This is an optimization exercise on Yosys and OpenROAD, whose aim is small area, a short achievable clock period and few clock cycles per item, not a production implementation. No run shown here included a check of the RTL's function; only the layout flow was run. Power and IR drop assume default switching activity.

==> flow/design.v (outline; a module is shown in full before it is edited, if it fits) <==
// module decision_tree_classifier: 148 lines
module decision_tree_classifier (
    input   wire    clk,
    input   wire    rst,
    input   wire    start,
    input   signed  [31:0]  psd_gamma,
    input   signed  [31:0]  psd_beta,
    input   signed  [31:0]  psd_alpha,
    input   signed  [31:0]  psd_theta,
    input   signed  [31:0]  psd_delta,
    input   signed  [31:0]  peak_amplitude,
    input           [ 7:0]  zero_counter,
    input   signed  [31:0]  dwt_gamma_max,
    input   signed  [31:0]  dwt_gamma_min,
    input   signed  [31:0]  dwt_gamma_mean,
    input   signed  [31:0]  dwt_gamma_sum,
    input   signed  [31:0]  dwt_beta_max,
    input   signed  [31:0]  dwt_beta_min,
    input   signed  [31:0]  dwt_beta_mean,
    input   signed  [31:0]  dwt_beta_sum,
    input   signed  [31:0]  dwt_alpha_max,
    input   signed  [31:0]  dwt_alpha_min,
    input   signed  [31:0]  dwt_alpha_mean,
    input   signed  [31:0]  dwt_alpha_sum,
    input   signed  [31:0]  dwt_theta_max,
    input   signed  [31:0]  dwt_theta_min,
    input   signed  [31:0]  dwt_theta_mean,
    input   signed  [31:0]  dwt_theta_sum,
    input   signed  [31:0]  dwt_delta_max,
    input   signed  [31:0]  dwt_delta_min,
    input   signed  [31:0]  dwt_delta_mean,
    input   signed  [31:0]  dwt_delta_sum,
    output  reg             done,
    output  wire    [3:0]   class_label
);
  // ...
==> flow/flow/run.sh <==
#!/bin/bash
# Own layout flow: the standard ORFS flow and synthesis script, with three changes:
#  - ABC maps the logic with flow/abc.script (delay-targeted map) instead of ORFS's script;
#  - the port buffers are buf_1 instead of buffer_ports' default pick;
#  - the flow's timing repair aims at the setup margin set in flow/opts.sh.
# Each tool's output goes to the ORFS logs (orfs/logs/...) and to standard.log here.
set -euo pipefail
cd "$(dirname "$0")/.."
W=$(pwd)
source flow/opts.sh
cat > my_synth.tcl <<EOT
# synth_recipe.tcl with ABC's script replaced by flow/abc.script
proc abc {args} {
  set i [lsearch -exact \$args -script]
  if {\$i >= 0} { lset args [expr {\$i + 1}] $W/flow/abc.script }
  yosys abc {*}\$args
}
source $W/synth_recipe.tcl
EOT
sed "s#SYNTH_SCRIPT=[^ ]*synth_recipe.tcl#SYNTH_SCRIPT=$W/my_synth.tcl#" standard.sh > my_standard.sh
grep -q "SYNTH_SCRIPT=$W/my_synth.tcl" my_standard.sh
bash my_standard.sh > standard.log 2>&1
==> flow/flow/abc.script <==
strash
balance
rewrite
refactor
balance
rewrite
rewrite -z
balance
refactor -z
rewrite -z
balance
dch
map -D 1200
topo
stime -c
buffer -c
upsize -c
dnsize -c
==> flow/flow/opts.sh <==
export BUFFER_PORTS_ARGS="-buffer_cell sky130_fd_sc_hd__buf_1"
export SETUP_SLACK_MARGIN=9
==> flow/standard.sh <==
#!/bin/bash
# synth_recipe.tcl (not shown) runs the flow's synth.tcl, then flattens the netlist and writes it again
# the make line also repeats each setting of config.mk as NAME=value (left out here)
make -C /OpenROAD-flow-scripts/flow DESIGN_CONFIG=/design/flow/config.mk WORK_HOME=/design/flow/orfs CLKGATE_MAP_FILE= SYNTH_SCRIPT=/design/flow/synth_recipe.tcl "${@:-finish}"
==> flow/config.mk <==
export PLATFORM = sky130hd
export DESIGN_NAME = decision_tree_classifier
export DESIGN_NICKNAME = decision_tree_classifier
export VERILOG_FILES = /design/flow/design.v
export SDC_FILE = /design/flow/constraint.sdc
export NUM_CORES = 4
export LEC_CHECK = 0
export CAP_MARGIN = 20
export CORE_AREA = 5 5 265 265
export CTS_BUF_LIST = sky130_fd_sc_hd__clkbuf_4
export DIE_AREA = 0 0 270 270
export PLACE_DENSITY = 0.6
export SLEW_MARGIN = 20
export SYNTH_MEMORY_MAX_BITS = 65536
==> flow/constraint.sdc <==
create_clock -name core_clock -period 14.0 [get_ports {clk}]
set_input_delay 2.8000 -clock core_clock [delete_from_list [all_inputs] [get_ports {clk}]]
set_output_delay 2.8000 -clock core_clock [all_outputs]
set_load 0.01 [all_outputs]
==> impl_metrics.csv, run 1 <==
group,metric,value,unit
critical_path,cp.arrival,5.01,ns
timing,relSlewSlack,30.1,%
clock_tree,cts_hold_buffers,0,
clock_tree,cts_setup_buffers,1,
global_route,grt_max_degree,9,
global_route,grt_pass1_wl,73000,µm
drt,wire_per_inst,19.4,µm
drt,drt-pass1-iter-count,5,
finish,area_growth,63.0,%
finish,finalInstanceArea,10100,µm²
power_and_ir_drop,peakVddDrop,0.0180,mV
logic_synthesis,synthesis.area,6170,µm²
finish,largest_cell_class,"multi-input gates",
clock_tree,tritoncts,"done",
drt,wl_met3,4160,µm
timing,period_share,34.6,%
run,drv_cap,0,
global_route,grt_pass1_vias,11300,
critical_path,crit_chain,"buf_1 -> inv_1 -> nor2_1 -> inv_1 -> o21ai_0 -> a311oi_1 -> nor2_1 -> o22ai_1",
clock_tree,htreeDepth,1,
placement,dpl.hpwl,49300,µm
status,status,"complete, no violations",
finish,layout.cells.non_filler,2740,
logic_synthesis,yosysTopAreaCell,"inv_1",
floorplan,die_area,72900,µm²
power_and_ir_drop,seq_power_share,8.9,%
finish,final.fill_count,7959,
power_and_ir_drop,p_comb,234,µW
finish,n_clock_buffer,4,
timing,max_freq,207,MHz
critical_path,path_depth,8,
critical_path,critPathBufInv,3,
floorplan,io_pins,848,
drt,routed_wl,53300,µm
==> run 2: changes to the inputs <==
==> flow/flow/opts.sh (replaced) <==
# Settings for flow/run.sh (environment variables the ORFS scripts read).
# Port buffers: the smallest buffer rather than buffer_ports' default pick.
export BUFFER_PORTS_ARGS="-buffer_cell sky130_fd_sc_hd__buf_1"
# Timing repair aims below the real period (14 ns - 9.6 ns); config.mk's
# TNS_END_PERCENT 0 keeps it to the worst path.
export SETUP_SLACK_MARGIN=9.6
--- a/flow/config.mk
+++ b/flow/config.mk
@@ -9,3 +9,3 @@
 export CORE_AREA = 5 5 265 265
-export CTS_BUF_LIST = sky130_fd_sc_hd__clkbuf_4
+export CTS_BUF_LIST = sky130_fd_sc_hd__clkbuf_8
 export DIE_AREA = 0 0 270 270
@@ -14 +14,2 @@
 export SYNTH_MEMORY_MAX_BITS = 65536
+export TNS_END_PERCENT = 0
==> run 2 against run 1 <==
Setup slack better by 0.12 ns. Cell area up 5.1%. Critical path depth up 5. Via count up 1.1%. Synthesized cell count unchanged. Non-clock buffer count up 13. Clock power up 28%. Largest power group unchanged. Wire length up 1.2%. Combinational power up 6%.
==> impl_metrics.csv, run 2 <==
group,metric,value,unit
floorplan,core-area,67200,µm²
drt,vias_per_cell,4.23,
placement,dpl.hpwl,49300,µm
logic_synthesis,synthTopCellsByCount,"206 x inv_1, 165 x nor2_1, 161 x nand2_1",
critical_path,cp.arrival,4.84,ns
finish,area_growth,71.4,%
timing,rsz0062_at_grt,"true",
finish,drive_gt1_share,8.67,%
timing,fin_ws,9.28,ns
global_route,grt_pass1_wl,73700,µm
logic_synthesis,yosys.cell_types.count,64,
drt,drc_errors,0,
logic_synthesis,synth_top_family_by_area,"simple AND/OR/NAND/NOR gates",
critical_path,required,14.12,ns
global_route,grt_antenna_before_repair,19,
floorplan,die_area,72900,µm²
logic_synthesis,synthArstFlopShare,12.5,%
global_route,grt_pass1_vias,11400,
critical_path,critPathBufInv,1,
clock_tree,cts_buffers,3,
logic_synthesis,yosysTopAreaCell,"inv_1",
logic_synthesis,synth_edf_count,0,
floorplan,rows,95,
finish,regArea,165,µm²
timing,fin_tns_setup,0,ns
timing,hold_viol,0,
drt,drt-pass1-iter-count,6,
finish,final_cell_mix,"647 x buf_1, 205 x inv_1, 156 x nand2_1, 155 x nor2_1, 80 x nand3_1",
placement,dp_slack,7.86,ns
timing,max_freq,212,MHz
timing,relSlewSlack,56.6,%
logic_synthesis,synth_cells,1183,
logic_synthesis,synth_compound_area_share,40.1,%
logic_synthesis,synth.area.top_cells,"inv_1 13%, nor2_1 10%, nand2_1 9.8%",
timing,period_share,33.7,%
critical_path,critPathTopFamily,"compound AO/OA/AOI/OAI gates",
timing,setup_viol,0,
status,status,"complete, no violations",
clock_tree,path_clk_slew,0.06,ns
critical_path,path_class,"primary input to flip-flop",
logic_synthesis,synthesis.area,6170,µm²
power_and_ir_drop,leakage,3.64,nW
placement,globalplace.congestion,0.994,
logic_synthesis,synth-xor-area-share,0,%
floorplan,io_pins,848,
clock_tree,tritoncts,"done",
logic_synthesis,yosys-mux-area-fraction,0,%
clock_tree,cts_sinks,8,
logic_synthesis,yosysSeqAreaShare,2.68,%
drt,routed_wl,53900,µm
critical_path,slowest_delay,0.28,ns
logic_synthesis,synth.most_common_cell,"inv_1",
clock_tree,htreeDepth,1,
floorplan,initial_core_util,9.19,%
critical_path,startpoint_type,"primary input",
logic_synthesis,synth-warning-count,1,
critical_path,worstSetupEndpointType,"flip-flop",
placement,port_buffers,668,
drt,detail-route-antenna-nets,0,
timing,holdWs,2.35,ns
critical_path,crit_chain,"clkbuf_2 -> nand3_1 -> nor3b_1 -> o31a_1 -> nor4_2 -> o21ai_0 -> nand2_1 -> nand2_1 -> a31oi_2 -> nor2_2 -> o21ai_0 -> o21bai_1 -> o2bb2ai_2",
drt,vias,11700,
clock_tree,clockBufferDepth,2,
finish,final.fill_count,7922,
placement,dp.cells,2722,
clock_tree,root_buffer,"clkbuf_8",
drt,drtIter0Drc,909,
finish,multi_input_area,5770,µm²
finish,layout.nets,2712,
logic_synthesis,yosysTopAreaCellShare,12.5,%
power_and_ir_drop,power_per_cell_area,28.9,nW/µm²
finish,layout.cells.non_filler,2752,
logic_synthesis,synthAdderAreaFrac,0,%
global_route,grt-ovfl-total,0,
finish,final_util,15.8,%
floorplan,die_h,270,µm
logic_synthesis,ys.flop_type,"dfxtp_1",
logic_synthesis,yosys.area_share.simple,43.8,%
critical_path,path_depth,13,
critical_path,crit_slowest_cell,"nor2_2",
logic_synthesis,ys_ff_latch,8,
timing,worst_pin_slew,0.649,ns
drt,wire_per_inst,19.6,µm
finish,final_common_cell,"buf_1",
timing,slew_violations,0,
global_route,grtUsageTotal,13.5,%
min_path,min_path_type,"primary input to async pin",
critical_path,critical_path.max_fanout,4,
run,drv_cap,0,
floorplan,die_x,270,µm
global_route,grt_max_degree,9,
timing,period_needed,4.72,ns
power_and_ir_drop,peakVddDrop,0.0196,mV
logic_synthesis,synth.avg_cell_area,5.22,µm²
[run 2: cell types whose count changed in the layout (fill, tap and decap cells not counted), moves of 8 or more]
cell	previous run	this run
a21oi_1	83	73
a21oi_2	1	11
buf_1	667	647
buf_4	3	14
clkbuf_2	1	17
nor2_1	163	155
[run 2: final cells by class]
cell class,instances,share of cell area (%)
antenna,11,0.260
tap,873,10.3
timing repair buffer,685,25.4
sequential,8,1.56
multi-input combinational,961,54.5
clock buffer,3,0.390
clock inverter,1,0.0355
inverter,210,7.45
[run 2: where the power goes]
part	leakage (nW)	total [mW]	internal (mW)	switching, mW
Sequential	0.0701	0.0255	0.0247	0.000784
Combinational	3.54	0.247	0.0937	0.154
Clock	0.0270	0.0331	0.0193	0.0138
[run 2: cells by family after synthesis]
group,count (synthesis)
other cells,1
compound gates,374
buf+inv,216
simple gates,584
flops,8
[run 2: per-layer routing]
| layer | vias to the layer above | wire [µm] | track usage, % |
|---|---|---|---|
| met5 | - | 27 | 0 |
| met1 | 5232 | 21900 | 16.4 |
| met4 | 4 | 1430 | 2.85 |
| li1 | 5671 | - | - |
| met3 | 76 | 4210 | 2.88 |
| met2 | 668 | 26400 | 24.5 |
[run 2: how the worst max path moves through the flow]
stage / startpoint / to / slack [ns]
final: dwt_gamma_max[5] / sub_q3$_DFF_P_ / 9.28
after global routing: dwt_gamma_max[5] / sub_q3$_DFF_P_ / 9.02
after CTS: dwt_gamma_max[4] / sub_q6$_DFF_P_ / 9.19
after detailed placement: psd_gamma[24] / sub_q3$_DFF_P_ / 7.86
after global placement: psd_gamma[24] / sub_q3$_DFF_P_ / 7.92
after floorplan: psd_theta[20] / sub_q3$_DFF_P_ / 9.69
[run 2: stage by stage]
stage	area (µm²)	power, mW
3_3_place_gp	9760	0.252
5_1_grt	10600	0.338
2_1_floorplan	6180	0.117
4_1_cts	10200	0.299
6_report	10600	0.306
3_5_place_dp	9760	0.253
[run 2: timing repair]
action                                  CTS  global route
hold buffers                              0             0
setup buffers                            10             5
gates cloned                              0             0
endpoints found under the setup margin    3             3
pin swaps                                14            32
gates resized for setup                  66            77

[what the ideal ports hide]
How much do the figures lean on ideal ports? The routed layouts below were timed once more, with nothing changed but the port constraints. Step 1 (the two cells are an assumption about what drives the block):
set clk [get_ports {clk}]
set_driving_cell -lib_cell sky130_fd_sc_hd__clkbuf_16 $clk
set_driving_cell -lib_cell sky130_fd_sc_hd__buf_2 [delete_from_list [all_inputs] $clk]
Step 2, shift: input delay + t, output delay - t, t = (earliest + latest rising clock arrival at the registers) / 2. This alone moves slack from input paths to output paths. Three values: ideal, step 1, step 2; two values: the first two.
| run | t (ns) | setup slack, ns | latest minus earliest clock arrival (ns) | worst data-port slew with drivers (ns) |
|---|---|---|---|---|
| run 1 | 0.316 | 9.161 / 9.057 / 8.741 | 0.007 / 0.007 | 0.22 |
| run 2 | 0.281 | 9.276 / 9.247 / 8.966 | 0.009 / 0.009 | 0.22 |
After both steps setup and hold are still met in every run listed. The setup slack of run 1, which loses most, moves by -0.104 ns with the drivers and by -0.420 ns with both steps.
